This is an optimization exercise on Yosys and OpenROAD, whose aim is small area and a short achievable clock period, not a production implementation. Where RTL was checked, it was by simulation tests only, not by an equivalence proof against the original. For runs 5 and 6, only the layout was checked, not whether the RTL still works. Power is estimated from default activity; no workload was simulated.

==> flow/design.v <==
module mul_pipe(
	input [15:0] numA59,
	input [15:0] numB59,
	input clk_59,
	input reset_59,
	output reg [15:0] Acc_result_59
);
wire z1 = (numA59 == 16'h0000) | (numB59 == 16'h0000);
wire s1 = numA59[15] ^ numB59[15];
wire [4:0] e1 = numA59[14:10] + numB59[14:10] + 5'd17;
wire [10:0] bb = {1'b1, numB59[9:0]};
wire [4:0] one1, two1, neg1;
genvar gi;
generate for (gi = 0; gi < 5; gi = gi + 1) begin : benc
	wire b0 = (gi == 0) ? 1'b0 : bb[2*gi-1];
	wire b1 = bb[2*gi];
	wire b2 = bb[2*gi+1];
	assign one1[gi] = b1 ^ b0;
	assign two1[gi] = (b2 & ~b1 & ~b0) | (~b2 & b1 & b0);
	assign neg1[gi] = b2 & ~(b1 & b0);
end endgenerate
reg z2, s2; reg [4:0] e2; reg [9:0] ma2; reg [4:0] one2, two2, neg2; reg b9_2;
always @(posedge clk_59) begin
	z2 <= z1; s2 <= s1; e2 <= e1; ma2 <= numA59[9:0];
	one2 <= one1; two2 <= two1; neg2 <= neg1; b9_2 <= numB59[9];
end
wire pp1 = ((one2[0] & ma2[0])) ^ neg2[0];
wire pp2 = ((one2[0] & ma2[1]) | (two2[0] & ma2[0])) ^ neg2[0];
wire pp3 = ((one2[0] & ma2[2]) | (two2[0] & ma2[1])) ^ neg2[0];
wire pp4 = ((one2[0] & ma2[3]) | (two2[0] & ma2[2])) ^ neg2[0];
wire pp5 = ((one2[0] & ma2[4]) | (two2[0] & ma2[3])) ^ neg2[0];
wire pp6 = ((one2[0] & ma2[5]) | (two2[0] & ma2[4])) ^ neg2[0];
wire pp7 = ((one2[0] & ma2[6]) | (two2[0] & ma2[5])) ^ neg2[0];
wire pp8 = ((one2[0] & ma2[7]) | (two2[0] & ma2[6])) ^ neg2[0];
wire pp9 = ((one2[0] & ma2[8]) | (two2[0] & ma2[7])) ^ neg2[0];
wire pp10 = ((one2[0] & ma2[9]) | (two2[0] & ma2[8])) ^ neg2[0];
wire pp11 = (one2[0] | (two2[0] & ma2[9])) ^ neg2[0];
wire pp12 = (two2[0]) ^ neg2[0];
wire pp13 = ((one2[1] & ma2[0])) ^ neg2[1];
wire pp14 = ((one2[1] & ma2[1]) | (two2[1] & ma2[0])) ^ neg2[1];
wire pp15 = ((one2[1] & ma2[2]) | (two2[1] & ma2[1])) ^ neg2[1];
wire pp16 = ((one2[1] & ma2[3]) | (two2[1] & ma2[2])) ^ neg2[1];
wire pp17 = ((one2[1] & ma2[4]) | (two2[1] & ma2[3])) ^ neg2[1];
wire pp18 = ((one2[1] & ma2[5]) | (two2[1] & ma2[4])) ^ neg2[1];
wire pp19 = ((one2[1] & ma2[6]) | (two2[1] & ma2[5])) ^ neg2[1];
wire pp20 = ((one2[1] & ma2[7]) | (two2[1] & ma2[6])) ^ neg2[1];
wire pp21 = ((one2[1] & ma2[8]) | (two2[1] & ma2[7])) ^ neg2[1];
wire pp22 = ((one2[1] & ma2[9]) | (two2[1] & ma2[8])) ^ neg2[1];
wire pp23 = (one2[1] | (two2[1] & ma2[9])) ^ neg2[1];
wire pp24 = (two2[1]) ^ neg2[1];
wire pp25 = ((one2[2] & ma2[0])) ^ neg2[2];
wire pp26 = ((one2[2] & ma2[1]) | (two2[2] & ma2[0])) ^ neg2[2];
wire pp27 = ((one2[2] & ma2[2]) | (two2[2] & ma2[1])) ^ neg2[2];
wire pp28 = ((one2[2] & ma2[3]) | (two2[2] & ma2[2])) ^ neg2[2];
wire pp29 = ((one2[2] & ma2[4]) | (two2[2] & ma2[3])) ^ neg2[2];
wire pp30 = ((one2[2] & ma2[5]) | (two2[2] & ma2[4])) ^ neg2[2];
wire pp31 = ((one2[2] & ma2[6]) | (two2[2] & ma2[5])) ^ neg2[2];
wire pp32 = ((one2[2] & ma2[7]) | (two2[2] & ma2[6])) ^ neg2[2];
wire pp33 = ((one2[2] & ma2[8]) | (two2[2] & ma2[7])) ^ neg2[2];
wire pp34 = ((one2[2] & ma2[9]) | (two2[2] & ma2[8])) ^ neg2[2];
wire pp35 = (one2[2] | (two2[2] & ma2[9])) ^ neg2[2];
wire pp36 = (two2[2]) ^ neg2[2];
wire pp37 = ((one2[3] & ma2[0])) ^ neg2[3];
wire pp38 = ((one2[3] & ma2[1]) | (two2[3] & ma2[0])) ^ neg2[3];
wire pp39 = ((one2[3] & ma2[2]) | (two2[3] & ma2[1])) ^ neg2[3];
wire pp40 = ((one2[3] & ma2[3]) | (two2[3] & ma2[2])) ^ neg2[3];
wire pp41 = ((one2[3] & ma2[4]) | (two2[3] & ma2[3])) ^ neg2[3];
wire pp42 = ((one2[3] & ma2[5]) | (two2[3] & ma2[4])) ^ neg2[3];
wire pp43 = ((one2[3] & ma2[6]) | (two2[3] & ma2[5])) ^ neg2[3];
wire pp44 = ((one2[3] & ma2[7]) | (two2[3] & ma2[6])) ^ neg2[3];
wire pp45 = ((one2[3] & ma2[8]) | (two2[3] & ma2[7])) ^ neg2[3];
wire pp46 = ((one2[3] & ma2[9]) | (two2[3] & ma2[8])) ^ neg2[3];
wire pp47 = (one2[3] | (two2[3] & ma2[9])) ^ neg2[3];
wire pp48 = (two2[3]) ^ neg2[3];
wire pp49 = ((one2[4] & ma2[0])) ^ neg2[4];
wire pp50 = ((one2[4] & ma2[1]) | (two2[4] & ma2[0])) ^ neg2[4];
wire pp51 = ((one2[4] & ma2[2]) | (two2[4] & ma2[1])) ^ neg2[4];
wire pp52 = ((one2[4] & ma2[3]) | (two2[4] & ma2[2])) ^ neg2[4];
wire pp53 = ((one2[4] & ma2[4]) | (two2[4] & ma2[3])) ^ neg2[4];
wire pp54 = ((one2[4] & ma2[5]) | (two2[4] & ma2[4])) ^ neg2[4];
wire pp55 = ((one2[4] & ma2[6]) | (two2[4] & ma2[5])) ^ neg2[4];
wire pp56 = ((one2[4] & ma2[7]) | (two2[4] & ma2[6])) ^ neg2[4];
wire pp57 = ((one2[4] & ma2[8]) | (two2[4] & ma2[7])) ^ neg2[4];
wire pp58 = ((one2[4] & ma2[9]) | (two2[4] & ma2[8])) ^ neg2[4];
wire pp59 = (one2[4] | (two2[4] & ma2[9])) ^ neg2[4];
wire pp60 = (two2[4]) ^ neg2[4];
wire nn61 = ~neg2[0];
wire nn62 = ~neg2[1];
wire nn63 = ~neg2[2];
wire nn64 = ~neg2[3];
wire nn65 = ~neg2[4];
wire pr66 = ~b9_2 & ma2[0];
wire pr67 = b9_2 ? ma2[0] : ma2[1];
wire pr68 = b9_2 ? ma2[1] : ma2[2];
wire pr69 = b9_2 ? ma2[2] : ma2[3];
wire pr70 = b9_2 ? ma2[3] : ma2[4];
wire pr71 = b9_2 ? ma2[4] : ma2[5];
wire pr72 = b9_2 ? ma2[5] : ma2[6];
wire pr73 = b9_2 ? ma2[6] : ma2[7];
wire pr74 = b9_2 ? ma2[7] : ma2[8];
wire pr75 = b9_2 ? ma2[8] : ma2[9];
wire pr76 = b9_2 ? ma2[9] : 1'b1;
wire pr77 = b9_2;
wire s78 = neg2[1] ^ pp3;
wire c79 = neg2[1] & pp3;
wire s80 = pp4 ^ pp14;
wire c81 = pp4 & pp14;
wire s82 = neg2[2] ^ pp5 ^ pp15;
wire c83 = (neg2[2] & pp5) | (neg2[2] & pp15) | (pp5 & pp15);
wire s84 = pp25 ^ c81;
wire c85 = pp25 & c81;
wire s86 = pp6 ^ pp16 ^ pp26;
wire c87 = (pp6 & pp16) | (pp6 & pp26) | (pp16 & pp26);
wire s88 = c83 ^ c85;
wire c89 = c83 & c85;
wire s90 = neg2[3] ^ pp7 ^ pp17;
wire c91 = (neg2[3] & pp7) | (neg2[3] & pp17) | (pp7 & pp17);
wire s92 = pp27 ^ pp37 ^ c87;
wire c93 = (pp27 & pp37) | (pp27 & c87) | (pp37 & c87);
wire s94 = s90 ^ c89;
wire c95 = s90 & c89;
wire s96 = pp8 ^ pp18 ^ pp28;
wire c97 = (pp8 & pp18) | (pp8 & pp28) | (pp18 & pp28);
wire s98 = pp38 ^ c91 ^ s96;
wire c99 = (pp38 & c91) | (pp38 & s96) | (c91 & s96);
wire s100 = neg2[4] ^ pp9 ^ pp19;
wire c101 = (neg2[4] & pp9) | (neg2[4] & pp19) | (pp9 & pp19);
wire s102 = pp29 ^ pp39 ^ pp49;
wire c103 = (pp29 & pp39) | (pp29 & pp49) | (pp39 & pp49);
wire s104 = c97 ^ s100 ^ s102;
wire c105 = (c97 & s100) | (c97 & s102) | (s100 & s102);
wire s106 = pp10 ^ pp20 ^ pp30;
wire c107 = (pp10 & pp20) | (pp10 & pp30) | (pp20 & pp30);
wire s108 = pp40 ^ pp50 ^ c101;
wire c109 = (pp40 & pp50) | (pp40 & c101) | (pp50 & c101);
wire s110 = c103 ^ s106;
wire c111 = c103 & s106;
wire s112 = pr66 ^ pp11 ^ pp21;
wire c113 = (pr66 & pp11) | (pr66 & pp21) | (pp11 & pp21);
wire s114 = pp31 ^ pp41 ^ pp51;
wire c115 = (pp31 & pp41) | (pp31 & pp51) | (pp41 & pp51);
wire s116 = c107 ^ s112 ^ s114;
wire c117 = (c107 & s112) | (c107 & s114) | (s112 & s114);
wire s118 = pr67 ^ pp12 ^ pp22;
wire c119 = (pr67 & pp12) | (pr67 & pp22) | (pp12 & pp22);
wire s120 = pp32 ^ pp42 ^ pp52;
wire c121 = (pp32 & pp42) | (pp32 & pp52) | (pp42 & pp52);
wire s122 = c113 ^ c115 ^ s118;
wire c123 = (c113 & c115) | (c113 & s118) | (c115 & s118);
wire s124 = neg2[0] ^ pr68 ^ pp23;
wire c125 = (neg2[0] & pr68) | (neg2[0] & pp23) | (pr68 & pp23);
wire s126 = pp33 ^ pp43 ^ pp53;
wire c127 = (pp33 & pp43) | (pp33 & pp53) | (pp43 & pp53);
wire s128 = c119 ^ c121 ^ s124;
wire c129 = (c119 & c121) | (c119 & s124) | (c121 & s124);
wire s130 = neg2[0] ^ pr69 ^ pp24;
wire c131 = (neg2[0] & pr69) | (neg2[0] & pp24) | (pr69 & pp24);
wire s132 = pp34 ^ pp44 ^ pp54;
wire c133 = (pp34 & pp44) | (pp34 & pp54) | (pp44 & pp54);
wire s134 = c125 ^ c127 ^ s130;
wire c135 = (c125 & c127) | (c125 & s130) | (c127 & s130);
wire s136 = nn61 ^ nn62 ^ pr70;
wire c137 = (nn61 & nn62) | (nn61 & pr70) | (nn62 & pr70);
wire s138 = pp35 ^ pp45 ^ pp55;
wire c139 = (pp35 & pp45) | (pp35 & pp55) | (pp45 & pp55);
wire s140 = s136 ^ c131 ^ c133;
wire c141 = (s136 & c131) | (s136 & c133) | (c131 & c133);
wire s142 = ~(pr71 ^ pp36);
wire c143 = pr71 | pp36;
wire s144 = pp46 ^ pp56 ^ c137;
wire c145 = (pp46 & pp56) | (pp46 & c137) | (pp56 & c137);
wire s146 = s142 ^ c139;
wire c147 = s142 & c139;
wire s148 = s144 ^ s146;
wire c149 = s144 & s146;
wire s150 = nn63 ^ pr72 ^ pp47;
wire c151 = (nn63 & pr72) | (nn63 & pp47) | (pr72 & pp47);
wire s152 = pp57 ^ c143 ^ s150;
wire c153 = (pp57 & c143) | (pp57 & s150) | (c143 & s150);
wire s154 = c145 ^ c147;
wire c155 = c145 & c147;
wire s156 = ~(pr73 ^ pp48);
wire c157 = pr73 | pp48;
wire s158 = pp58 ^ s156 ^ c151;
wire c159 = (pp58 & s156) | (pp58 & c151) | (s156 & c151);
wire s160 = nn64 ^ pr74 ^ pp59;
wire c161 = (nn64 & pr74) | (nn64 & pp59) | (pr74 & pp59);
wire s162 = c157 ^ s160;
wire c163 = c157 & s160;
wire s164 = ~(pr75 ^ pp60);
wire c165 = pr75 | pp60;
wire s166 = s164 ^ c161;
wire c167 = s164 & c161;
wire s168 = nn65 ^ pr76 ^ c165;
wire c169 = (nn65 & pr76) | (nn65 & c165) | (pr76 & c165);
wire s170 = ~pr77;
wire [5:0] lowsum = {1'b0, s82, c79, pp13, pp2, pp1} + {1'b0, s84, s80, s78, 1'b0, neg2[0]};
reg [43:0] t3; reg z3, s3; reg [4:0] e3;
always @(posedge clk_59) begin
	z3 <= z2; s3 <= s2; e3 <= e2;
	t3 <= {s170, c169, s168, c167, s166, c163, s162, c159, c155, c153, s158, s154, c149, s152, s148, c141, s140, c135, s138, s134, c129, s132, s128, c123, s126, s122, c117, s120, s116, c109, c111, c105, s108, s110, s104, c99, s98, c95, c93, s94, s92, lowsum[5], s88, s86};
end
wire s171 = t3[0] ^ t3[1];
wire c172 = t3[0] & t3[1];
wire s173 = t3[3] ^ t3[4];
wire c174 = t3[3] & t3[4];
wire s175 = t3[5] ^ t3[6] ^ t3[7];
wire c176 = (t3[5] & t3[6]) | (t3[5] & t3[7]) | (t3[6] & t3[7]);
wire s177 = t3[8] ^ t3[9];
wire c178 = t3[8] & t3[9];
wire s179 = t3[10] ^ t3[11] ^ t3[12];
wire c180 = (t3[10] & t3[11]) | (t3[10] & t3[12]) | (t3[11] & t3[12]);
wire s181 = t3[13] ^ t3[14] ^ t3[15];
wire c182 = (t3[13] & t3[14]) | (t3[13] & t3[15]) | (t3[14] & t3[15]);
wire s183 = t3[16] ^ t3[17] ^ t3[18];
wire c184 = (t3[16] & t3[17]) | (t3[16] & t3[18]) | (t3[17] & t3[18]);
wire s185 = t3[19] ^ t3[20] ^ t3[21];
wire c186 = (t3[19] & t3[20]) | (t3[19] & t3[21]) | (t3[20] & t3[21]);
wire s187 = t3[22] ^ t3[23] ^ t3[24];
wire c188 = (t3[22] & t3[23]) | (t3[22] & t3[24]) | (t3[23] & t3[24]);
wire s189 = t3[25] ^ t3[26] ^ t3[27];
wire c190 = (t3[25] & t3[26]) | (t3[25] & t3[27]) | (t3[26] & t3[27]);
wire s191 = t3[28] ^ t3[29];
wire c192 = t3[28] & t3[29];
wire s193 = t3[30] ^ t3[31] ^ t3[32];
wire c194 = (t3[30] & t3[31]) | (t3[30] & t3[32]) | (t3[31] & t3[32]);
wire s195 = t3[33] ^ t3[34] ^ t3[35];
wire c196 = (t3[33] & t3[34]) | (t3[33] & t3[35]) | (t3[34] & t3[35]);
wire s197 = t3[36] ^ t3[37];
wire c198 = t3[36] & t3[37];
wire s199 = t3[38] ^ t3[39];
wire c200 = t3[38] & t3[39];
wire s201 = t3[40] ^ t3[41];
wire c202 = t3[40] & t3[41];
wire s203 = t3[42] ^ t3[43];
wire c204 = t3[42] & t3[43];
wire [14:5] sl3 = {1'b0, c186, c184, c182, c180, c178, c176, c174, c172, t3[2]} + {1'b0, s187, s185, s183, s181, s179, s177, s175, s173, s171};
wire [21:14] xh3 = {c202, c200, c198, c196, c194, c192, c190, c188};
wire [21:14] yh3 = {s203, s201, s199, s197, s195, s193, s191, s189};
reg [13:10] pl4; reg cs4; reg [21:14] g4, p4; reg z4, s4; reg [4:0] e4;
always @(posedge clk_59) begin
	z4 <= z3; s4 <= s3; e4 <= e3; pl4 <= sl3[13:10]; cs4 <= sl3[14];
	g4 <= xh3 & yh3; p4 <= xh3 ^ yh3;
end
wire kg0_1 = g4[15] | (p4[15] & g4[14]);
wire kp0_1 = p4[15] & p4[14];
wire kg0_2 = g4[16] | (p4[16] & g4[15]);
wire kp0_2 = p4[16] & p4[15];
wire kg0_3 = g4[17] | (p4[17] & g4[16]);
wire kp0_3 = p4[17] & p4[16];
wire kg0_4 = g4[18] | (p4[18] & g4[17]);
wire kp0_4 = p4[18] & p4[17];
wire kg0_5 = g4[19] | (p4[19] & g4[18]);
wire kp0_5 = p4[19] & p4[18];
wire kg0_6 = g4[20] | (p4[20] & g4[19]);
wire kp0_6 = p4[20] & p4[19];
wire kg0_7 = g4[21] | (p4[21] & g4[20]);
wire kp0_7 = p4[21] & p4[20];
wire kg1_2 = kg0_2 | (kp0_2 & g4[14]);
wire kp1_2 = kp0_2 & p4[14];
wire kg1_3 = kg0_3 | (kp0_3 & kg0_1);
wire kp1_3 = kp0_3 & kp0_1;
wire kg1_4 = kg0_4 | (kp0_4 & kg0_2);
wire kp1_4 = kp0_4 & kp0_2;
wire kg1_5 = kg0_5 | (kp0_5 & kg0_3);
wire kp1_5 = kp0_5 & kp0_3;
wire kg1_6 = kg0_6 | (kp0_6 & kg0_4);
wire kp1_6 = kp0_6 & kp0_4;
wire kg1_7 = kg0_7 | (kp0_7 & kg0_5);
wire kp1_7 = kp0_7 & kp0_5;
wire kg2_4 = kg1_4 | (kp1_4 & g4[14]);
wire kp2_4 = kp1_4 & p4[14];
wire kg2_5 = kg1_5 | (kp1_5 & kg0_1);
wire kp2_5 = kp1_5 & kp0_1;
wire kg2_6 = kg1_6 | (kp1_6 & kg1_2);
wire kp2_6 = kp1_6 & kp1_2;
wire kg2_7 = kg1_7 | (kp1_7 & kg1_3);
wire kp2_7 = kp1_7 & kp1_3;
wire hc0 = g4[14] | (p4[14] & cs4);
wire hc1 = kg0_1 | (kp0_1 & cs4);
wire hc2 = kg1_2 | (kp1_2 & cs4);
wire hc3 = kg1_3 | (kp1_3 & cs4);
wire hc4 = kg2_4 | (kp2_4 & cs4);
wire hc5 = kg2_5 | (kp2_5 & cs4);
wire hc6 = kg2_6 | (kp2_6 & cs4);
wire hc7 = kg2_7 | (kp2_7 & cs4);
wire [21:14] ph4 = {p4[21] ^ hc6, p4[20] ^ hc5, p4[19] ^ hc4, p4[18] ^ hc3, p4[17] ^ hc2, p4[16] ^ hc1, p4[15] ^ hc0, p4[14] ^ cs4};
wire [21:10] q4 = {ph4, pl4};
wire [9:0] m4 = q4[21] ? q4[20:11] : q4[19:10];
wire [4:0] e4p = e4 + 5'd1;
wire [4:0] x4 = q4[21] ? e4p : e4;
always @(posedge clk_59) begin
	Acc_result_59 <= z4 ? 16'h0000 : {s4, x4, m4};
end
endmodule
==> flow/flow/run.sh <==
#!/bin/bash
# Standard ORFS layout, with plain buffers (instead of the default delay-style
# buffer) on the input and output ports.
set -euo pipefail
export BUFFER_PORTS_ARGS="-buffer_cell sky130_fd_sc_hd__buf_1"
bash standard.sh synth > synth.log 2>&1
bash standard.sh > layout.log 2>&1
==> flow/standard.sh <==
#!/bin/bash
# synth_recipe.tcl (not shown) runs the flow's synth.tcl, then flattens the netlist and writes it again
# the make line also repeats each setting of config.mk as NAME=value (left out here)
make -C /OpenROAD-flow-scripts/flow DESIGN_CONFIG=/design/flow/config.mk WORK_HOME=/design/flow/orfs CLKGATE_MAP_FILE= SYNTH_SCRIPT=/design/flow/synth_recipe.tcl "${@:-finish}"
==> flow/config.mk <==
export PLATFORM = sky130hd
export DESIGN_NAME = mul_pipe
export DESIGN_NICKNAME = mul_pipe
export VERILOG_FILES = /design/flow/design.v
export SDC_FILE = /design/flow/constraint.sdc
export NUM_CORES = 4
export LEC_CHECK = 0
export CAP_MARGIN = 20
export CORE_MARGIN = 2
export CORE_UTILIZATION = 50
export CTS_BUF_LIST = sky130_fd_sc_hd__clkbuf_4 sky130_fd_sc_hd__clkbuf_8
export CTS_CLUSTER_DIAMETER = 60
export CTS_CLUSTER_SIZE = 30
export PLACE_DENSITY = 0.6
export SETUP_SLACK_MARGIN = 3.2
export SLEW_MARGIN = 20
export TNS_END_PERCENT = 0
==> flow/constraint.sdc <==
create_clock -name core_clock -period 5.0 [get_ports {clk_59}]
set_input_delay 1.0000 -clock core_clock [delete_from_list [all_inputs] [get_ports {clk_59}]]
set_output_delay 1.0000 -clock core_clock [all_outputs]
set_load 0.01 [all_outputs]
==> impl_metrics.toml, run 1 <==
[placed_design]
finalWeightedCongestion = 0.842
port_buffers = 48
place_inst = 748
pre_cts_ws_ps = 2540
detailedPlacementHpwl_um = 8880
postPlaceCellArea_mm2 = 0.00654

[grt]
grt_antenna_before_repair = 0
grt_start_max_net_pins = 18
vias_in_the_first_global_route = 4170
grt_overflow = 0
grt_usage_pct = 19.4
grt_first_pass_wirelength_um = 19800

[worst_setup_path]
timing_worst_setup_path_type = "reg -> reg"
critical_path_peak_fanout = 4
crit_path_cells = "fa_1 -> ha_4 -> and3_1 -> a21oi_2 -> o211ai_1 -> a211oi_1 -> a21oi_1"
cell_at_the_slowest_stage_of_the_critical_path = "sky130_fd_sc_hd__fa_1"
worst-endpoint-required_ps = 5320
crit_family = "adder cells"
setup.worst_path.end_class = "flip-flop"
worst-r2r-setup-slack_ps = 2970
data_arrival_critical_path_ps = 2350
timing.critical_path.buf_inv = 0
worst_setup_sp_type = "flip-flop"
max_stage_delay_ps = 590

[sta]
clock_skew_ps = 9.91
totalNegativeSetupSlack_ps = 0
shortest_clock_period_the_worst_path_allows_after_layout_ps = 2030
fin_hold_ws_ps = 329
worstMarginPinSlew_ps = 607
setup_ws_ps = 2970
finalSetupViolations = 0
slew_violations = 0
achievable-frequency_mhz = 493
unrepaired_setup_endpoints_after_global_routing = "true"
max-slew-margin-rel_pct = 59.4
hold_viol = 0
min_period_over_period_pct = 40.6

[logic_synthesis]
ys_seq_elements = 127
async_reset_ff_share_pct = 0
seq_area_frac_synth_pct = 40.8
synth_enable_flop_cells = 0
netlist_instances = 564
ys_warn_count = 1
postSynthAreaPerCell_um2 = 11.0
netlist_area_mm2 = 0.00623
ys_dominant_reg_cell = "sky130_fd_sc_hd__dfxtp_1"
yosys.cell_types.count = 41
syn_nets = 692

[cells_and_area]
layout_common_cells = "101 x sky130_fd_sc_hd__dfxtp_1, 59 x sky130_fd_sc_hd__xnor2_1, 48 x sky130_fd_sc_hd__ha_1, 48 x sky130_fd_sc_hd__buf_1, 43 x sky130_fd_sc_hd__a22oi_1"
layout_cell_share_with_drive_strength_beyond_1_pct = 16.2
layout.cell_area.non_filler_mm2 = 0.00723
area_growth_syn_to_layout_pct = 16.2
fin_cells = 796
fill_cells = 1050
layout_net_count = 744
finish.utilization_pct = 60.0
most_common_cell_after_layout_fill_and_taps_aside = "sky130_fd_sc_hd__dfxtp_1"
antennaDiodeCount = 0

[job]
max_cap_viol_count = 0

[power_and_ir_drop]
powerDensity_mw_per_mm2 = 571
totalPowerFinal_mw = 4.13
leakage_power_summed_over_all_cells_nw = 2.97
worst_ir_drop_vdd_mv = 0.193

[die]
placeableCoreArea_mm2 = 0.0121
floorplan.die.width_um = 116
cell_row_count = 40
design.portCount = 50
chipHeight_um = 116
initial_utilization_pct = 51.6
die_area_mm2 = 0.0134

[routing]
drc = 0
totalWireLength_um = 11900
first_iter_violations = 246
post_drt_via_cell_ratio = 5.18
drt-pass1-iter-count = 5
avgRoutedWirePerCell_um = 14.9
ant_nets = 0
detailroute.via_count = 4122

[clocking]
cts_made_buffers = 17
cts_max_path_buffers = 2
cts.reportedPaths.clkPinSlew_ps = 70
clock-root-buffer = "sky130_fd_sc_hd__clkbuf_8"
cts_num_sinks = 127
clock_latency_of_the_later_clocked_register_in_the_worst_skew_pair_ps = 430
tritoncts = "done"
h-tree-depth = 4

[hold_path]
hold_class = "reg -> reg"

[status]
outcome = "no timing/DRC/antenna violations"
==> synth_stat cells, types with 3 or more instances <==
| cell type | count | share of area, % |
|---|---|---|
| sky130_fd_sc_hd__or4_1 | 3 | 0.36 |
| sky130_fd_sc_hd__ha_1 | 52 | 10 |
| sky130_fd_sc_hd__a21oi_1 | 27 | 2.2 |
| sky130_fd_sc_hd__nor4_1 | 9 | 0.90 |
| sky130_fd_sc_hd__clkbuf_1 | 28 | 1.7 |
| sky130_fd_sc_hd__nor3_1 | 3 | 0.24 |
| sky130_fd_sc_hd__nand3_1 | 12 | 0.96 |
| sky130_fd_sc_hd__nand2_1 | 10 | 0.60 |
| sky130_fd_sc_hd__nor2b_1 | 9 | 0.90 |
| sky130_fd_sc_hd__nor2_1 | 10 | 0.60 |
| sky130_fd_sc_hd__o21ai_0 | 19 | 1.5 |
| sky130_fd_sc_hd__mux2i_1 | 5 | 0.80 |
| sky130_fd_sc_hd__nand4_1 | 3 | 0.30 |
| sky130_fd_sc_hd__dfxtp_1 | 127 | 41 |
| sky130_fd_sc_hd__nand3b_1 | 4 | 0.48 |
| sky130_fd_sc_hd__nand2b_1 | 5 | 0.50 |
| sky130_fd_sc_hd__o211ai_1 | 3 | 0.36 |
| sky130_fd_sc_hd__mux2_2 | 5 | 0.90 |
| sky130_fd_sc_hd__fa_1 | 42 | 14 |
| sky130_fd_sc_hd__a21o_1 | 6 | 0.72 |
| sky130_fd_sc_hd__xnor2_1 | 60 | 8.4 |
| sky130_fd_sc_hd__inv_1 | 39 | 2.4 |
| sky130_fd_sc_hd__xor2_1 | 11 | 1.5 |
| sky130_fd_sc_hd__a211oi_1 | 4 | 0.48 |
| sky130_fd_sc_hd__a22oi_1 | 45 | 5.4 |
==> where the power goes <==
group          switching [mW]  total (mW)  internal (mW)
logic                   0.855        1.63          0.773
registers               0.202        1.57           1.37
clock network           0.391       0.930          0.539
total                    1.45        4.13           2.68
==> state kept, by name, summed over array words and instances (netlist names), 4 cells and up <==
name / flops
Acc_result_59: 16
e2: 5
e3: 5
e4: 5
g4: 7
ma2: 10
neg2: 5
one2: 5
p4: 8
pl4: 4
t3: 44
two2: 5
==> layout make-up <==
cell class | count | area [um^2] | share of cell area, %
multi-input combinational | 365 | 3510 | 48.5
sequential | 127 | 2610 | 36.0
inverter | 39 | 154 | 2.13
clock buffer | 17 | 234 | 3.23
timing repair buffer | 66 | 325 | 4.50
tap | 168 | 210 | 2.91
clock inverter | 14 | 194 | 2.68
==> worst paths after layout <==
kind / from / endpoint / depth (start not counted)
worst max-delay path: t3[13] / pl4[12] / 7
worst min-delay path: e2[3] / e3[3] / 0
worst max register to register: t3[13] / pl4[12] / 7
worst min register to register: e2[3] / e3[3] / 0
==> cell families after synthesis <==
logic type / Yosys count / synth area share [%]
fa+ha+maj: 94 / 24.0
buf+inv: 72 / 4.40
mux: 10 / 1.71
simple gates: 71 / 6.17
flops: 127 / 40.8
compound gates: 119 / 13.0
xor+xnor: 71 / 9.99
==> worst register-to-register path, stage by stage (launching register included) <==
cell,delay (ps)
sky130_fd_sc_hd__dfxtp_1,320
sky130_fd_sc_hd__fa_1,590
sky130_fd_sc_hd__ha_4,230
sky130_fd_sc_hd__and3_1,170
sky130_fd_sc_hd__a21oi_2,140
sky130_fd_sc_hd__o211ai_1,140
sky130_fd_sc_hd__a211oi_1,270
sky130_fd_sc_hd__a21oi_1,60
==> metal layers <==
layer  global-route usage [%]  share of wire [%]
met5                        0                  0
met4                     8.11                1.2
met3                     5.02                4.1
met2                     32.3                 48
met1                     24.0                 47
==> repair_timing <==
| item | in CTS | in global routing |
|---|---|---|
| buffers inserted | 2 | 15 |
| gates resized for setup | 38 | 13 |
| hold buffers | 0 | 0 |
| setup endpoints to repair | 73 | 69 |
| pin swaps | 1 | 4 |
==> run 2: changes to the inputs <==
--- a/flow/config.mk
+++ b/flow/config.mk
@@ -7,11 +7,11 @@
 export LEC_CHECK = 0
 export CAP_MARGIN = 20
 export CORE_MARGIN = 2
-export CORE_UTILIZATION = 50
+export CORE_UTILIZATION = 70
 export CTS_BUF_LIST = sky130_fd_sc_hd__clkbuf_4 sky130_fd_sc_hd__clkbuf_8
 export CTS_CLUSTER_DIAMETER = 60
 export CTS_CLUSTER_SIZE = 30
-export PLACE_DENSITY = 0.6
+export PLACE_DENSITY = 0.75
 export SETUP_SLACK_MARGIN = 3.2
 export SLEW_MARGIN = 20
 export TNS_END_PERCENT = 0
==> run 2 against run 1 <==
Sequential share of layout area up 0.65 points. Clock power decreased by 8.1%. Sequential power barely moved. Non-clock buffer count decreased by 6. Power increased by 0.44%. Largest power group unchanged. Still clean on timing, DRC and antenna. Combinational power is 5% higher. Maximum frequency grew 2.4%.
==> impl_metrics.toml, run 2 <==
[routing]
totalWireLength_um = 11800
first_iter_violations = 184
post_drt_via_cell_ratio = 5.73
ant_nets = 0
drc = 0
detailroute.via_count = 4192
drt-pass1-iter-count = 5
avgRoutedWirePerCell_um = 16.1

[worst_setup_path]
r2r.worst_path.cells = 7
timing_worst_setup_path_type = "reg -> reg"
setup.worst_path.end_class = "flip-flop"
worst_setup_sp_type = "flip-flop"
worst-r2r-setup-slack_ps = 3020
max_stage_delay_ps = 600
crit-reg2reg-capture = "pl4[12]"
r2r_start = "t3[12]"
critical_path_peak_fanout = 3
crit_path_cells = "fa_2 -> ha_4 -> and3_4 -> a21oi_4 -> o211ai_1 -> a211oi_1 -> a21oi_1"
worst-endpoint-required_ps = 5310
cell_at_the_slowest_stage_of_the_critical_path = "sky130_fd_sc_hd__fa_2"
data_arrival_critical_path_ps = 2290

[clocking]
clock-root-buffer = "sky130_fd_sc_hd__clkbuf_8"
cts.reportedPaths.clkPinSlew_ps = 90
cts_made_buffers = 17
cts_num_sinks = 127
clock_latency_of_the_later_clocked_register_in_the_worst_skew_pair_ps = 430
cts_max_path_buffers = 2
tritoncts = "done"
h-tree-depth = 4
cts_hold_repair.buffers = 0

[die]
design.portCount = 50
cell_row_count = 34
floorplan.die.width_um = 98.3
placeableCoreArea_mm2 = 0.00868
die_area_mm2 = 0.00967
initial_utilization_pct = 71.8
chipHeight_um = 98.3

[power_and_ir_drop]
powerDensity_mw_per_mm2 = 586
worst_ir_drop_vdd_mv = 0.343
leakage_power_summed_over_all_cells_nw = 2.93

[cells_and_area]
reg_top3 = "t3 (44), Acc_result_59 (16), ma2 (10)"
number_of_flip_flops_under_the_largest_register_name = 44
layout_common_cells = "99 x sky130_fd_sc_hd__dfxtp_1, 60 x sky130_fd_sc_hd__xnor2_1, 48 x sky130_fd_sc_hd__buf_1"
area_growth_syn_to_layout_pct = 13.8
fill_cells = 493
most_common_cell_after_layout_fill_and_taps_aside = "sky130_fd_sc_hd__dfxtp_1"
top_register = "t3"
antennaDiodeCount = 0
layout_net_count = 738
fin_cells = 731
layout_cell_share_with_drive_strength_beyond_1_pct = 16.1

[sta]
min_period_over_period_pct = 39.6
fin_hold_ws_ps = 327
max-slew-margin-rel_pct = 58.7
unrepaired_setup_endpoints_after_global_routing = "true"
achievable-frequency_mhz = 505
finalSetupViolations = 0
shortest_clock_period_the_worst_path_allows_after_layout_ps = 1980
slew_violations = 0
clock_skew_ps = 17.5
hold_viol = 0
totalNegativeSetupSlack_ps = 0
worstMarginPinSlew_ps = 617

[logic_synthesis]
post-synth-top-count-cell = "sky130_fd_sc_hd__dfxtp_1"
yosys.cell_types.count = 41
ys_seq_elements = 127
seq_area_frac_synth_pct = 40.8
async_reset_ff_share_pct = 0
ys_warn_count = 1
netlist_area_mm2 = 0.00623
synth_top_area_share_pct = 40.8
yosys.area.top_type = "sky130_fd_sc_hd__dfxtp_1"
postSynthAreaPerCell_um2 = 11.0
syn_nets = 692
synthTopCellsByArea = "sky130_fd_sc_hd__dfxtp_1 41%, sky130_fd_sc_hd__fa_1 14%, sky130_fd_sc_hd__ha_1 10%, sky130_fd_sc_hd__xnor2_1 8.4%, sky130_fd_sc_hd__a22oi_1 5.4%"
synth_enable_flop_cells = 0
netlist_instances = 564
ys_dominant_reg_cell = "sky130_fd_sc_hd__dfxtp_1"
synth_commonest_cells = "127 x sky130_fd_sc_hd__dfxtp_1, 60 x sky130_fd_sc_hd__xnor2_1, 52 x sky130_fd_sc_hd__ha_1, 45 x sky130_fd_sc_hd__a22oi_1, 42 x sky130_fd_sc_hd__fa_1"

[placed_design]
detailedPlacementHpwl_um = 8670
port_buffers = 48
place_inst = 688
finalWeightedCongestion = 0.893

[grt]
grt_first_pass_wirelength_um = 20300
grt_overflow = 0
busiest_layer = "met2"
grt_start_max_net_pins = 18
grt_antenna_before_repair = 0
met3_global_route_usage_pct = 6.87
grt_util_met1_pct = 34.2
grt_usage_pct = 26.8
met2_usage_pct = 44.0
vias_in_the_first_global_route = 4332

[hold_path]
timing.hold.worst_endpoint = "e3[0]"
hold-path-cell-count = 0
hold_path_startpoint = "e2[0]"
hold_class = "reg -> reg"

[status]
outcome = "no timing/DRC/antenna violations"

[job]
max_cap_viol_count = 0
-- run 2: how the worst max path moves through the flow --
stage,start,endpoint,slack (ps)
floorplan,numA59[11],e2[3],3000
global placement,neg2[2],t3[9],2590
detailed placement,neg2[2],t3[15],2560
CTS,t3[12],pl4[12],3030
global route,t3[12],pl4[13],2930
finish,t3[12],pl4[12],3020
-- run 2: area by class of cell --
cell class | instances | area [um^2] | share of cell area [%]
tap | 108 | 135 | 1.91
multi-input combinational | 365 | 3530 | 49.8
timing repair buffer | 60 | 270 | 3.81
clock buffer | 17 | 234 | 3.30
inverter | 39 | 154 | 2.17
sequential | 127 | 2600 | 36.7
clock inverter | 15 | 164 | 2.31
-- run 2: cell families (layout without fill, tap and decap cells) --
logic type / count (synthesis) / count (layout) / share of synthesized area [%]
fa+ha+maj: 94 / 94 / 24.0
mux: 10 / 10 / 1.71
flops: 127 / 127 / 40.8
buf+inv: 72 / 131 / 4.40
xor+xnor: 71 / 71 / 9.99
compound gates: 119 / 119 / 13.0
simple gates: 71 / 71 / 6.17
-- run 2: worst max-delay path, delay by kind of cell (launching register included) --
kind / cells / cell delay, ps
AO/OA/AOI/OAI: 4 / 550
flip-flops: 1 / 330
AND/OR/NAND/NOR: 1 / 170
adder cells (fa/ha/maj): 2 / 810
-- run 2: what timing repair did --
action / CTS / global route
resized for setup: 41 / 10
endpoints found under the setup margin: 73 / 67
buffers inserted: 9 / 2
endpoints found under the hold margin: 0 / 0
pin swaps: 6 / 7
cloned: 0 / 0
-- run 2: per-layer routing --
metal | wire length [um] | up-vias
li1 | - | 2036
met1 | 5130 | 1984
met2 | 5790 | 158
met3 | 719 | 14
met4 | 145 | 0
met5 | 0 | -
-- run 2: stage by stage --
step / setup WS [ps] / util [%] / area (um^2) / power [mW]
after floorplan: 3000 / - / 6280 / 2.72
after global placement: 2590 / 74.5 / 6470 / 3.03
after detailed placement: 2560 / 74.5 / 6470 / 3.11
after CTS: 3030 / 81.1 / 7040 / 4.12
after global routing: 2930 / 81.6 / 7080 / 4.51
final: 3020 / 81.6 / 7080 / 4.15
-- run 2: power by group --
part	internal [mW]	total (mW)	switching, mW
combinational	0.826	1.71	0.883
clock	0.379	0.855	0.477
sequential	1.37	1.58	0.212
==> run 3: changes to the inputs <==
--- a/flow/config.mk
+++ b/flow/config.mk
@@ -12,6 +12,6 @@
 export CTS_CLUSTER_DIAMETER = 60
 export CTS_CLUSTER_SIZE = 30
 export PLACE_DENSITY = 0.75
-export SETUP_SLACK_MARGIN = 3.2
+export SETUP_SLACK_MARGIN = 3.0
 export SLEW_MARGIN = 20
 export TNS_END_PERCENT = 0
==> run 3 against run 2 <==
Core utilization decreased by 1.2 points. Power rose by 1.4%. Register-to-register slack worse by 70 ps. Hold slack gained 0.77 ps. Clock-buffer cell count up 1. Clock skew shrank 5.5 ps. Flip-flop and latch count unchanged. First-iteration DRC count up 25%. Die area did not move. Setup slack lost 67 ps. Largest cell class unchanged.
==> impl_metrics.toml, run 3 <==
[logic_synthesis]
yosys.area_share.adder_pct = 24.0
seq_area_frac_synth_pct = 40.8
synth_compound_area_share_pct = 13.0
yosys.area.top_type = "sky130_fd_sc_hd__dfxtp_1"
synthXorXnorAreaFrac_pct = 9.99
ys_dominant_reg_cell = "sky130_fd_sc_hd__dfxtp_1"
netlist_area_mm2 = 0.00623
synth_simple_gate_area_share_pct = 6.17
synth_enable_flop_cells = 0
synth_mux_area_share_pct = 1.71
ys_warn_count = 1
ys_seq_elements = 127
synth_top_area_share_pct = 40.8
syn_nets = 692
async_reset_ff_share_pct = 0
synth_top_family_by_area = "adder cells"
yosys.cell_types.count = 41
synth_commonest_cells = "127 x sky130_fd_sc_hd__dfxtp_1, 60 x sky130_fd_sc_hd__xnor2_1, 52 x sky130_fd_sc_hd__ha_1, 45 x sky130_fd_sc_hd__a22oi_1, 42 x sky130_fd_sc_hd__fa_1"
netlist_instances = 564
post-synth-top-count-cell = "sky130_fd_sc_hd__dfxtp_1"
synthTopCellsByArea = "sky130_fd_sc_hd__dfxtp_1 41%, sky130_fd_sc_hd__fa_1 14%, sky130_fd_sc_hd__ha_1 10%, sky130_fd_sc_hd__xnor2_1 8.4%, sky130_fd_sc_hd__a22oi_1 5.4%"
postSynthAreaPerCell_um2 = 11.0

[power_and_ir_drop]
totalPowerFinal_mw = 4.21
powerDensity_mw_per_mm2 = 603
worst_ir_drop_vdd_mv = 0.276
leakage_power_summed_over_all_cells_nw = 2.89

[placed_design]
finalWeightedCongestion = 0.899
postPlaceCellArea_mm2 = 0.00644
place_inst = 687
port_buffers = 48
detailedPlacementHpwl_um = 8560

[clocking]
clock-root-buffer = "sky130_fd_sc_hd__clkbuf_8"
cts_made_buffers = 17
cts_hold_repair.buffers = 0
clock_latency_of_the_later_clocked_register_in_the_worst_skew_pair_ps = 420
cts_max_path_buffers = 2
h-tree-depth = 4
tritoncts = "done"
cts.reportedPaths.clkPinSlew_ps = 80
cts_num_sinks = 127

[die]
die_area_mm2 = 0.00967
floorplan.die.width_um = 98.3
chipHeight_um = 98.3
initial_utilization_pct = 71.8
cell_row_count = 34
placeableCoreArea_mm2 = 0.00868
design.portCount = 50

[sta]
totalNegativeSetupSlack_ps = 0
achievable-frequency_mhz = 488
clock_skew_ps = 12.0
slew_violations = 0
max-slew-margin-rel_pct = 57.5
worstMarginPinSlew_ps = 636
shortest_clock_period_the_worst_path_allows_after_layout_ps = 2050
min_period_over_period_pct = 41.0
hold_viol = 0
unrepaired_setup_endpoints_after_global_routing = "true"
finalSetupViolations = 0

[routing]
detailroute.via_count = 4208
ant_nets = 0
post_drt_via_cell_ratio = 5.84
totalWireLength_um = 11800
first_iter_violations = 230
avgRoutedWirePerCell_um = 16.5
drt-pass1-iter-count = 4
drc = 0

[cells_and_area]
reg_top3 = "t3 (44), Acc_result_59 (16), ma2 (10)"
layout_net_count = 727
fill_cells = 552
layout_common_cells = "102 x sky130_fd_sc_hd__dfxtp_1, 60 x sky130_fd_sc_hd__xnor2_1, 49 x sky130_fd_sc_hd__ha_1"
register_area_mm2 = 0.00258
layout.cell_area.non_filler_mm2 = 0.00698
antennaDiodeCount = 0
fin_cells = 720
most_common_cell_after_layout_fill_and_taps_aside = "sky130_fd_sc_hd__dfxtp_1"
layout_cell_share_with_drive_strength_beyond_1_pct = 13.1
area_taken_by_multi_input_logic_gates_mm2 = 0.00350
number_of_flip_flops_under_the_largest_register_name = 44
top_register = "t3"
finish.utilization_pct = 80.4
area_growth_syn_to_layout_pct = 12.0

[worst_setup_path]
setup.worst_path.end_class = "flip-flop"
timing_worst_setup_path_type = "reg -> reg"
data_arrival_critical_path_ps = 2340
critical_path_peak_fanout = 11
worst_setup_sp_type = "flip-flop"
worst-endpoint-required_ps = 5300

[grt]
grt_usage_pct = 26.0
grt_first_pass_wirelength_um = 19800
grt_start_max_net_pins = 18
vias_in_the_first_global_route = 4201
grt_overflow = 0
grt_antenna_before_repair = 0

[hold_path]
hold_class = "reg -> reg"

[job]
max_cap_viol_count = 0

[status]
outcome = "no timing/DRC/antenna violations"
[run 3: cell counts after synthesis]
No cell type changed its count.
[run 3: cell type report]
class / count / share of cell area [%]
multi-input cells: 365 / 50.1
flip-flops and latches: 127 / 37.0
clock buffers: 18 / 3.55
repair buffers: 49 / 2.69
clock inverters: 14 / 2.60
inverters: 39 / 2.10
well taps: 108 / 1.94
[run 3: worst max-delay path, stage by stage (launching register included)]
cell,delay [ps]
sky130_fd_sc_hd__dfxtp_1,610
sky130_fd_sc_hd__a22oi_1,180
sky130_fd_sc_hd__xnor2_1,180
sky130_fd_sc_hd__fa_1,460
sky130_fd_sc_hd__fa_1,490
[run 3: final timing paths]
kind | to | start | depth (start not counted) | slack (ps)
setup reg to reg | t3[9] | two2[1] | 4 | 2950
hold / removal | e4[2] | e3[2] | 0 | 330
setup / recovery | t3[9] | two2[1] | 4 | 2950
hold reg to reg | e4[2] | e3[2] | 0 | 330
[run 3: what timing repair did]
| item | in CTS | in global routing |
|---|---|---|
| cloned | 0 | 0 |
| buffers inserted | 1 | 0 |
| gates resized for setup | 13 | 26 |
| setup endpoints to repair | 45 | 45 |
| pin swaps | 1 | 4 |
[run 3: cell families (layout without fill, tap and decap cells)]
group | count (synthesis) | in the layout
AND/OR/NAND/NOR | 71 | 71
XOR/XNOR | 71 | 71
AO/OA/AOI/OAI | 119 | 119
adder cells (fa/ha/maj) | 94 | 94
flip-flops | 127 | 127
multiplexers | 10 | 10
buffers and inverters | 72 | 120
[run 3: per-layer routing]
metal	up-vias	GRT usage [%]	wire [um]
li1	2011	-	-
met1	1997	35.0	5120
met2	178	41.7	5690
met3	22	6.16	812
met4	0	8.96	223
met5	-	0	0
[run 3: power breakdown]
group | internal (mW) | leakage, nW | total (mW) | switching (mW)
logic | 0.776 | 1.62 | 1.68 | 0.899
clock network | 0.516 | 0.208 | 0.938 | 0.423
registers | 1.37 | 1.07 | 1.59 | 0.220
[run 3: stage by stage]
stage	hold slack, ps	setup slack, ps
final	328	2950
after global routing	337	2860
after CTS	331	2870
after floorplan	310	2920
after global placement	312	2610
after detailed placement	312	2590
==> run 4: changes to the inputs <==
--- a/flow/config.mk
+++ b/flow/config.mk
@@ -14,4 +14,3 @@
 export PLACE_DENSITY = 0.75
 export SETUP_SLACK_MARGIN = 3.0
 export SLEW_MARGIN = 20
-export TNS_END_PERCENT = 0
==> run 4 against run 3 <==
Still clean. Critical path depth grew 3. Power down 0.71%. Clock-buffer cell count is the same. Critical endpoint is now pl4[13]. Wire length grew 3.6%. Clock power down 8.6%. Synthesized cell count is the same. Sequential share of layout area shrank 0.40 points. Cell area grew 2.2%. Sequential power about the same. Via count up 1.5%. Maximum frequency is 2.5% higher.
==> impl_metrics.toml, run 4 <==
[status]
outcome = "no timing/DRC/antenna violations"

[logic_synthesis]
synth_enable_flop_cells = 0
yosys.area.top_type = "sky130_fd_sc_hd__dfxtp_1"
async_reset_ff_share_pct = 0
netlist_area_mm2 = 0.00623
ys_dominant_reg_cell = "sky130_fd_sc_hd__dfxtp_1"
synth_commonest_cells = "127 x sky130_fd_sc_hd__dfxtp_1, 60 x sky130_fd_sc_hd__xnor2_1, 52 x sky130_fd_sc_hd__ha_1, 45 x sky130_fd_sc_hd__a22oi_1, 42 x sky130_fd_sc_hd__fa_1"
synthTopCellsByArea = "sky130_fd_sc_hd__dfxtp_1 41%, sky130_fd_sc_hd__fa_1 14%, sky130_fd_sc_hd__ha_1 10%, sky130_fd_sc_hd__xnor2_1 8.4%, sky130_fd_sc_hd__a22oi_1 5.4%"
synth_top_area_share_pct = 40.8
seq_area_frac_synth_pct = 40.8
netlist_instances = 564
syn_nets = 692
ys_seq_elements = 127
ys_warn_count = 1
yosys.cell_types.count = 41
postSynthAreaPerCell_um2 = 11.0
post-synth-top-count-cell = "sky130_fd_sc_hd__dfxtp_1"

[power_and_ir_drop]
worst_ir_drop_vdd_mv = 0.279
leakage_power_summed_over_all_cells_nw = 2.95
powerDensity_mw_per_mm2 = 586

[routing]
drc = 0
drt-pass1-iter-count = 5
ant_nets = 0
totalWireLength_um = 12300
first_iter_violations = 234
post_drt_via_cell_ratio = 5.83
detailroute.via_count = 4271
avgRoutedWirePerCell_um = 16.8

[sta]
max-slew-margin-rel_pct = 61.2
unrepaired_setup_endpoints_after_global_routing = "true"
shortest_clock_period_the_worst_path_allows_after_layout_ps = 2000
achievable-frequency_mhz = 500
hold_viol = 0
clock_skew_ps = 16.8
finalSetupViolations = 0
worstMarginPinSlew_ps = 582
slew_violations = 0
totalNegativeSetupSlack_ps = 0
fin_hold_ws_ps = 324
min_period_over_period_pct = 40.0

[worst_setup_path]
data_arrival_critical_path_ps = 2320
crit-reg2reg-capture = "pl4[13]"
worst-endpoint-required_ps = 5320
timing_worst_setup_path_type = "reg -> reg"
max_stage_delay_ps = 590
r2r.worst_path.cells = 7
cell_at_the_slowest_stage_of_the_critical_path = "sky130_fd_sc_hd__fa_1"
worst-r2r-setup-slack_ps = 3000
crit_path_cells = "fa_1 -> ha_4 -> and3_4 -> a21oi_4 -> o211ai_1 -> a21oi_2 -> xnor2_1"
setup.worst_path.end_class = "flip-flop"
critical_path_peak_fanout = 4
worst_setup_sp_type = "flip-flop"
r2r_start = "t3[15]"

[grt]
grt_start_max_net_pins = 18
grt_antenna_before_repair = 0
grt_overflow = 0
vias_in_the_first_global_route = 4390
grt_first_pass_wirelength_um = 20500
grt_usage_pct = 26.7

[cells_and_area]
layout_common_cells = "100 x sky130_fd_sc_hd__dfxtp_1, 58 x sky130_fd_sc_hd__xnor2_1, 48 x sky130_fd_sc_hd__buf_1"
area_growth_syn_to_layout_pct = 14.5
antennaDiodeCount = 0
most_common_cell_after_layout_fill_and_taps_aside = "sky130_fd_sc_hd__dfxtp_1"
layout_net_count = 739
reg_top3 = "t3 (44), Acc_result_59 (16), ma2 (10)"
number_of_flip_flops_under_the_largest_register_name = 44
layout_cell_share_with_drive_strength_beyond_1_pct = 16.5
top_register = "t3"

[clocking]
h-tree-depth = 4
cts_num_sinks = 127
cts_hold_repair.buffers = 0
cts.reportedPaths.clkPinSlew_ps = 80
cts_max_path_buffers = 2
cts_made_buffers = 17
clock-root-buffer = "sky130_fd_sc_hd__clkbuf_8"
tritoncts = "done"
clock_latency_of_the_later_clocked_register_in_the_worst_skew_pair_ps = 440

[die]
cell_row_count = 34
placeableCoreArea_mm2 = 0.00868
floorplan.die.width_um = 98.3
initial_utilization_pct = 71.8
die_area_mm2 = 0.00967
design.portCount = 50
chipHeight_um = 98.3

[placed_design]
finalWeightedCongestion = 0.885
port_buffers = 48
detailedPlacementHpwl_um = 8630

[hold_path]
hold_path_startpoint = "s3"
hold-path-cell-count = 0
timing.hold.worst_endpoint = "s4"
hold_class = "reg -> reg"

[job]
max_cap_viol_count = 0
==> run 4: worst max path at each step <==
| stage | start | to | slack (ps) | cells past startpoint |
|---|---|---|---|---|
| floorplan | two2[0] | t3[2] | 2920 | 8 |
| global placement | neg2[2] | t3[15] | 2570 | 5 |
| detailed placement | neg2[2] | t3[9] | 2540 | 5 |
| CTS | neg2[2] | t3[9] | 3000 | 5 |
| global route | t3[15] | pl4[13] | 2940 | 7 |
| finish | t3[15] | pl4[13] | 3000 | 7 |
==> run 4: critical path: cells and delay by family, from the launching register on <==
kind	cells	cell delay, ps
xor gates and xnor gates	1	80
and+or+nand+nor	1	150
DFF	1	330
AOI/OAI and AO/OA	3	510
adders and majority gates	2	820
==> run 4: cell type report <==
cell class	count	area, um^2
multi-input combinational	365	3550
sequential	127	2610
fill	529	1550
timing repair buffer	61	290
clock buffer	18	241
inverter	39	154
clock inverter	14	146
tap	108	135
==> run 4: kinds of logic after synthesis <==
kind of cell	count (synthesis)	share of synthesized area, %
flops	127	40.8
fa+ha+maj	94	24.0
compound gates	119	13.0
buf+inv	72	4.40
simple gates	71	6.17
mux	10	1.71
xor+xnor	71	9.99
==> run 4: power by group <==
part | total, mW | switching (mW) | internal, mW
combinational | 1.73 | 0.899 | 0.830
clock | 0.857 | 0.441 | 0.416
sequential | 1.59 | 0.219 | 1.37
total | 4.18 | 1.56 | 2.62
==> run 4: what timing repair did <==
action,in CTS,in global routing
endpoints found under the setup margin,42,25
buffers inserted,4,8
resized for setup,35,23
pin swaps,2,7
==> run 4: per-layer routing <==
layer / vias up / track usage (%) / routed length, um
met1: 2025 / 33.7 / 5160
met3: 25 / 5.94 / 834
met2: 181 / 45.2 / 6070
met4: 0 / 10.1 / 208
li1: 2040 / - / -
met5: - / 0 / 0
==> run 4: metrics by stage <==
| step | worst slack, ps | instance area (um^2) | power (mW) | std cells | util, % |
|---|---|---|---|---|---|
| floorplan | 2920 | 6280 | 2.72 | 564 | - |
| global placement | 2570 | 6470 | 3.03 | 688 | 74.5 |
| detailed placement | 2540 | 6470 | 3.11 | 688 | 74.5 |
| CTS | 3000 | 6960 | 4.07 | 724 | 80.2 |
| global route | 2940 | 7130 | 4.53 | 732 | 82.1 |
| finish | 3000 | 7130 | 4.18 | 732 | 82.1 |
==> run 5: changes to the inputs <==
--- a/flow/design.v
+++ b/flow/design.v
@@ -17,7 +17,7 @@
 	wire b2 = bb[2*gi+1];
 	assign one1[gi] = b1 ^ b0;
 	assign two1[gi] = (b2 & ~b1 & ~b0) | (~b2 & b1 & b0);
-	assign neg1[gi] = b2 & ~(b1 & b0);
+	assign neg1[gi] = b2;   
 end endgenerate
 reg z2, s2; reg [4:0] e2; reg [9:0] ma2; reg [4:0] one2, two2, neg2; reg b9_2;
 always @(posedge clk_59) begin
==> run 5 against run 4 <==
Cell area increased by 0.90%. Register-to-register slack got worse by 60 ps. Sequential share of layout area decreased by 0.59 points. Wire length increased by 4.0%. Sequential power about the same. Flip-flop and latch count decreased by 1.
==> impl_metrics.toml, run 5 <==
[status]
outcome = "no timing/DRC/antenna violations"

[die]
chipHeight_um = 97.7
cell_row_count = 34
die_area_mm2 = 0.00954
placeableCoreArea_mm2 = 0.00859
floorplan.die.width_um = 97.7
initial_utilization_pct = 71.5
design.portCount = 50

[routing]
ant_nets = 0
avgRoutedWirePerCell_um = 17.4
detailroute.via_count = 4280
post_drt_via_cell_ratio = 5.85
drc = 0
first_iter_violations = 184
totalWireLength_um = 12800
drt-pass1-iter-count = 5

[sta]
unrepaired_setup_endpoints_after_global_routing = "true"
fin_hold_ws_ps = 322
finalSetupViolations = 0
clock_skew_ps = 17.6
slew_violations = 0
min_period_over_period_pct = 41.1
totalNegativeSetupSlack_ps = 0
max-slew-margin-rel_pct = 55.9
shortest_clock_period_the_worst_path_allows_after_layout_ps = 2050
worstMarginPinSlew_ps = 660
hold_viol = 0
setup_ws_ps = 2950
achievable-frequency_mhz = 487

[clocking]
clock-root-buffer = "sky130_fd_sc_hd__clkbuf_8"
tritoncts = "done"
cts_max_path_buffers = 2
cts_made_buffers = 17
cts.reportedPaths.clkPinSlew_ps = 90
h-tree-depth = 4
cts_num_sinks = 126
cts_hold_repair.buffers = 0
clock_latency_of_the_later_clocked_register_in_the_worst_skew_pair_ps = 440

[hold_path]
hold_path_startpoint = "s3"
timing.hold.worst_endpoint = "s4"
hold_class = "reg -> reg"
hold-path-cell-count = 0

[worst_setup_path]
crit-reg2reg-capture = "pl4[13]"
r2r_start = "t3[15]"
data_arrival_critical_path_ps = 2360
setup.worst_path.end_class = "flip-flop"
worst_setup_sp_type = "flip-flop"
worst_setup_path_startpoint = "t3[15]"
worst-r2r-setup-slack_ps = 2950
worst-endpoint-required_ps = 5300
critical_path_peak_fanout = 2
timing_worst_setup_path_type = "reg -> reg"
r2r.worst_path.cells = 8

[grt]
grt_usage_pct = 26.9
grt_start_max_net_pins = 20
grt_antenna_before_repair = 0
grt_first_pass_wirelength_um = 20100
vias_in_the_first_global_route = 4273
grt_overflow = 0

[power_and_ir_drop]
powerDensity_mw_per_mm2 = 588
worst_ir_drop_vdd_mv = 0.274
leakage_power_summed_over_all_cells_nw = 2.99

[logic_synthesis]
ys_seq_elements = 126
seq_area_frac_synth_pct = 41.1
ys_warn_count = 1
async_reset_ff_share_pct = 0
yosys.area.top_type = "sky130_fd_sc_hd__dfxtp_1"
netlist_area_mm2 = 0.00614
synth_enable_flop_cells = 0
syn_nets = 673
ys_dominant_reg_cell = "sky130_fd_sc_hd__dfxtp_1"
synth_commonest_cells = "126 x sky130_fd_sc_hd__dfxtp_1, 64 x sky130_fd_sc_hd__xnor2_1, 48 x sky130_fd_sc_hd__ha_1, 44 x sky130_fd_sc_hd__a22oi_1, 41 x sky130_fd_sc_hd__fa_1"
postSynthAreaPerCell_um2 = 11.2
synthTopCellsByArea = "sky130_fd_sc_hd__dfxtp_1 41%, sky130_fd_sc_hd__fa_1 13%, sky130_fd_sc_hd__ha_1 9.8%, sky130_fd_sc_hd__xnor2_1 9.1%, sky130_fd_sc_hd__a22oi_1 5.4%"
post-synth-top-count-cell = "sky130_fd_sc_hd__dfxtp_1"
synth_top_area_share_pct = 41.1
yosys.cell_types.count = 46
netlist_instances = 550

[placed_design]
postPlaceCellArea_mm2 = 0.00641
detailedPlacementHpwl_um = 8380
port_buffers = 48
finalWeightedCongestion = 0.921
pre_cts_ws_ps = 2560
place_inst = 676

[cells_and_area]
top_register = "t3"
layout_common_cells = "98 x sky130_fd_sc_hd__dfxtp_1, 59 x sky130_fd_sc_hd__xnor2_1, 48 x sky130_fd_sc_hd__buf_1"
register_area_mm2 = 0.00259
number_of_flip_flops_under_the_largest_register_name = 44
reg_top3 = "t3 (44), Acc_result_59 (16), ma2 (10)"
fill_cells = 507
area_growth_syn_to_layout_pct = 17.1
most_common_cell_after_layout_fill_and_taps_aside = "sky130_fd_sc_hd__dfxtp_1"
fin_cells = 732
layout.cell_area.non_filler_mm2 = 0.00719
antennaDiodeCount = 0
layout_net_count = 734
area_taken_by_multi_input_logic_gates_mm2 = 0.00353
layout_cell_share_with_drive_strength_beyond_1_pct = 20.5

[job]
max_cap_viol_count = 0
## run 5: cell types whose count changed after synthesis, moves of 3 or more
cell	delta
sky130_fd_sc_hd__a211oi_1	-3
sky130_fd_sc_hd__nand4_1	+3
sky130_fd_sc_hd__xnor2_1	+4
sky130_fd_sc_hd__a21o_1	+4
sky130_fd_sc_hd__a21oi_1	-6
sky130_fd_sc_hd__xor2_1	+3
sky130_fd_sc_hd__inv_1	-7
sky130_fd_sc_hd__ha_1	-4
## run 5: critical path: stages, from the launching register on
cell and delay (ps):
sky130_fd_sc_hd__dfxtp_2 330, sky130_fd_sc_hd__fa_1 580, sky130_fd_sc_hd__ha_4 220, sky130_fd_sc_hd__a21o_1 160
sky130_fd_sc_hd__a21oi_1 130, sky130_fd_sc_hd__nand2_1 90, sky130_fd_sc_hd__buf_4 130, sky130_fd_sc_hd__o211ai_1 180
sky130_fd_sc_hd__o311ai_2 120
## run 5: worst max path at each step
stage | to | slack (ps) | cells past startpoint
2_1_floorplan | t3[18] | 2980 | 4
4_1_cts | pl4[13] | 2940 | 7
3_5_place_dp | t3[9] | 2560 | 5
3_3_place_gp | t3[9] | 2580 | 5
6_report | pl4[13] | 2950 | 8
5_1_grt | pl4[13] | 2830 | 8
## run 5: cell type report
| class | count | share of cell area, % |
|---|---|---|
| Clock buffer | 18 | 3.44 |
| Clock inverter | 14 | 2.05 |
| Inverter | 32 | 1.77 |
| Multi-Input combinational cell | 360 | 49.1 |
| Sequential cell | 126 | 36.0 |
| Tap cell | 108 | 1.88 |
| Timing Repair Buffer | 74 | 5.74 |
## run 5: what timing repair did
| item | in CTS | in global routing |
|---|---|---|
| gates resized for setup | 40 | 27 |
| cloned | 0 | 0 |
| pin swaps | 1 | 13 |
| setup buffers | 5 | 19 |
| endpoints found under the setup margin | 42 | 21 |
## run 5: cells by family (layout without fill, tap and decap cells)
group | count (synthesis) | after routing | synth area share [%]
AOI/OAI and AO/OA | 114 | 114 | 12.5
xor gates and xnor gates | 78 | 78 | 11.1
and+or+nand+nor | 67 | 67 | 6.05
adders and majority gates | 89 | 89 | 23.1
DFF | 126 | 126 | 41.1
buffers and inverters | 64 | 138 | 3.97
muxes | 12 | 12 | 2.10
## run 5: through the flow
step	total power, mW	utilization, %
6_report	4.23	83.7
5_1_grt	4.55	83.7
4_1_cts	4.15	80.5
3_5_place_dp	3.18	74.5
3_3_place_gp	3.10	74.5
2_1_floorplan	2.77	-
## run 5: power breakdown
part	switching, mW	internal [mW]
clock network	0.455	0.426
logic	0.921	0.861
registers	0.208	1.36
## run 5: routing by layer
metal / part of all wire [%] / routed length (um) / GRT usage (%) / vias to the layer above
met4: 1.7 / 223 / 10.6 / 0
met2: 49 / 6290 / 45.1 / 185
met5: 0 / 0 / 0 / -
met1: 42 / 5330 / 34.1 / 2034
met3: 7.2 / 913 / 5.90 / 31
li1: - / - / - / 2030
==> run 6: changes to the inputs <==
--- a/flow/config.mk
+++ b/flow/config.mk
@@ -14,3 +14,4 @@
 export PLACE_DENSITY = 0.75
 export SETUP_SLACK_MARGIN = 3.0
 export SLEW_MARGIN = 20
+export TNS_END_PERCENT = 0
==> run 6 against run 5 <==
Still clean. Global-route usage grew 0.23 points. Setup slack lost 90 ps. Maximum frequency shrank 4.2%. Clock-buffer cell count is the same. Largest power group unchanged.
==> impl_metrics.toml, run 6 <==
[routing]
post_drt_via_cell_ratio = 5.89
ant_nets = 0
totalWireLength_um = 12300
drc = 0
first_iter_violations = 205
avgRoutedWirePerCell_um = 17.3
drt-pass1-iter-count = 5
detailroute.via_count = 4178

[sta]
clock_skew_ps = 15.1
shortest_clock_period_the_worst_path_allows_after_layout_ps = 2140
achievable-frequency_mhz = 466
finalSetupViolations = 0
slew_violations = 0
min_period_over_period_pct = 42.9
totalNegativeSetupSlack_ps = 0
hold_viol = 0
max-slew-margin-rel_pct = 52.0
setup_ws_ps = 2860
unrepaired_setup_endpoints_after_global_routing = "true"
worstMarginPinSlew_ps = 715

[logic_synthesis]
ys_dominant_reg_cell = "sky130_fd_sc_hd__dfxtp_1"
yosys.cell_types.count = 46
syn_nets = 673
synth_mux_area_share_pct = 2.10
ys_warn_count = 1
synth_compound_area_share_pct = 12.5
seq_area_frac_synth_pct = 41.1
synth_commonest_cells = "126 x sky130_fd_sc_hd__dfxtp_1, 64 x sky130_fd_sc_hd__xnor2_1, 48 x sky130_fd_sc_hd__ha_1, 44 x sky130_fd_sc_hd__a22oi_1, 41 x sky130_fd_sc_hd__fa_1"
synth_enable_flop_cells = 0
synth_top_area_share_pct = 41.1
yosys.area.top_type = "sky130_fd_sc_hd__dfxtp_1"
async_reset_ff_share_pct = 0
synthXorXnorAreaFrac_pct = 11.1
ys_seq_elements = 126
postSynthAreaPerCell_um2 = 11.2
synth_top_family_by_area = "adder cells"
synthTopCellsByArea = "sky130_fd_sc_hd__dfxtp_1 41%, sky130_fd_sc_hd__fa_1 13%, sky130_fd_sc_hd__ha_1 9.8%, sky130_fd_sc_hd__xnor2_1 9.1%, sky130_fd_sc_hd__a22oi_1 5.4%"
netlist_area_mm2 = 0.00614
post-synth-top-count-cell = "sky130_fd_sc_hd__dfxtp_1"
synth_simple_gate_area_share_pct = 6.05
netlist_instances = 550
yosys.area_share.adder_pct = 23.1

[power_and_ir_drop]
leakage_power_summed_over_all_cells_nw = 2.84
powerDensity_mw_per_mm2 = 619
worst_ir_drop_vdd_mv = 0.336

[grt]
grt_start_max_net_pins = 24
vias_in_the_first_global_route = 4321
grt_first_pass_wirelength_um = 20300
grt_usage_pct = 27.1
grt_overflow = 0
grt_antenna_before_repair = 0

[worst_setup_path]
data_arrival_critical_path_ps = 2460
worst-endpoint-required_ps = 5320
critical_path_peak_fanout = 3
setup.worst_path.end_class = "flip-flop"
timing_worst_setup_path_type = "reg -> reg"
worst_setup_sp_type = "flip-flop"

[cells_and_area]
antennaDiodeCount = 0
most_common_cell_after_layout_fill_and_taps_aside = "sky130_fd_sc_hd__dfxtp_1"
fill_cells = 557
reg_top3 = "t3 (44), Acc_result_59 (16), ma2 (10)"
layout_net_count = 711
top_register = "t3"
register_area_mm2 = 0.00256
area_taken_by_multi_input_logic_gates_mm2 = 0.00345
layout_common_cells = "101 x sky130_fd_sc_hd__dfxtp_1, 64 x sky130_fd_sc_hd__xnor2_1, 48 x sky130_fd_sc_hd__buf_1"
area_growth_syn_to_layout_pct = 12.0
finish.utilization_pct = 80.1
layout_cell_share_with_drive_strength_beyond_1_pct = 14.0
number_of_flip_flops_under_the_largest_register_name = 44

[die]
cell_row_count = 34
initial_utilization_pct = 71.5
floorplan.die.width_um = 97.7
design.portCount = 50
die_area_mm2 = 0.00954
placeableCoreArea_mm2 = 0.00859
chipHeight_um = 97.7

[clocking]
cts_hold_repair.buffers = 0
cts.reportedPaths.clkPinSlew_ps = 90
cts_num_sinks = 126
clock-root-buffer = "sky130_fd_sc_hd__clkbuf_8"
tritoncts = "done"
cts_max_path_buffers = 2
clock_latency_of_the_later_clocked_register_in_the_worst_skew_pair_ps = 440
cts_made_buffers = 17
h-tree-depth = 4

[job]
max_cap_viol_count = 0

[status]
outcome = "no timing/DRC/antenna violations"

[placed_design]
port_buffers = 48
detailedPlacementHpwl_um = 8700
finalWeightedCongestion = 0.898
pre_cts_ws_ps = 2220

[hold_path]
hold_class = "reg -> reg"
[run 6: cell counts after synthesis]
No cell type changed its count.
[run 6: timing repair]
action,CTS,global route
buffers inserted,1,1
pin swaps,7,8
gates cloned,0,0
endpoints found under the setup margin,43,35
resized for setup,21,17
[run 6: critical path, cell delays in order, from the launching register on]
cell	delay (ps)
sky130_fd_sc_hd__dfxtp_2	330
sky130_fd_sc_hd__fa_1	590
sky130_fd_sc_hd__ha_4	220
sky130_fd_sc_hd__a21o_1	160
sky130_fd_sc_hd__a21oi_1	130
sky130_fd_sc_hd__nand2_1	120
sky130_fd_sc_hd__or2_4	280
sky130_fd_sc_hd__a31o_4	220
[run 6: routing by layer]
layer	up-vias	share of wire (%)	track usage [%]	wire, um
met1	2021	43	33.5	5260
met5	-	0	0	0
met3	27	5.0	6.69	615
met4	0	1.8	11.2	216
met2	154	50	45.6	6190
li1	1976	-	-	-
[run 6: final cells by class]
class                      count  area share (%)
clock buffer                  18            3.51
clock inverter                14            2.31
timing repair buffer          51            3.06
multi-input combinational    360            50.2
sequential                   126            37.2
tap                          108            1.96
inverter                      32            1.75
[run 6: metrics by stage]
stage	cells	area (um^2)	hold slack [ps]	total power, mW
final	709	6880	325	4.26
after global routing	709	6880	337	4.60
after CTS	708	6820	329	4.16
after detailed placement	675	6360	313	3.16
after global placement	675	6360	310	3.05
after floorplan	550	6170	310	2.73
[run 6: worst paths after layout]
| path | slack [ps] | end | cells past startpoint | startpoint |
|---|---|---|---|---|
| min | 320 | e4[3] | 0 | e3[3] |
| min reg2reg | 320 | e4[3] | 0 | e3[3] |
| max | 2860 | cs4 | 7 | t3[13] |
| max reg2reg | 2860 | cs4 | 7 | t3[13] |
[run 6: cell families (layout without fill, tap and decap cells)]
kind of cell / after synthesis / count (layout)
adder cells (fa/ha/maj): 89 / 89
buffers and inverters: 64 / 115
flip-flops: 126 / 126
AO/OA/AOI/OAI: 114 / 114
XOR/XNOR: 78 / 78
AND/OR/NAND/NOR: 67 / 67
multiplexers: 12 / 12
[run 6: where the power goes]
group          switching [mW]  internal, mW  total [mW]
combinational           0.964         0.846        1.81
clock                   0.423         0.457       0.879
sequential              0.213          1.36        1.57

## separate check: timing with driven ports
How much do the figures lean on ideal ports? The routed layouts below were timed once more, with nothing changed but the port constraints. Step 1, drivers: a clkbuf_16 drives clk_59 and a buf_2 each remaining input, both assumed. Step 2, shift: input delay + t, output delay - t, t = (earliest + latest rising clock arrival at the registers) / 2. This alone moves slack from input paths to output paths. Three values: ideal ports, drivers, drivers and shift; two values: the first two.
run	t, ns	slack for setup (ns)
run 1	0.462	2.971 / 2.971 / 2.692
run 2	0.456	3.018 / 3.018 / 2.769
run 3	0.448	2.952 / 2.952 / 2.758
run 4	0.462	3.002 / 3.002 / 2.788
run 5	0.462	2.945 / 2.945 / 2.770
run 6	0.464	2.855 / 2.855 / 2.777
After both steps setup and hold are still met in every run listed.
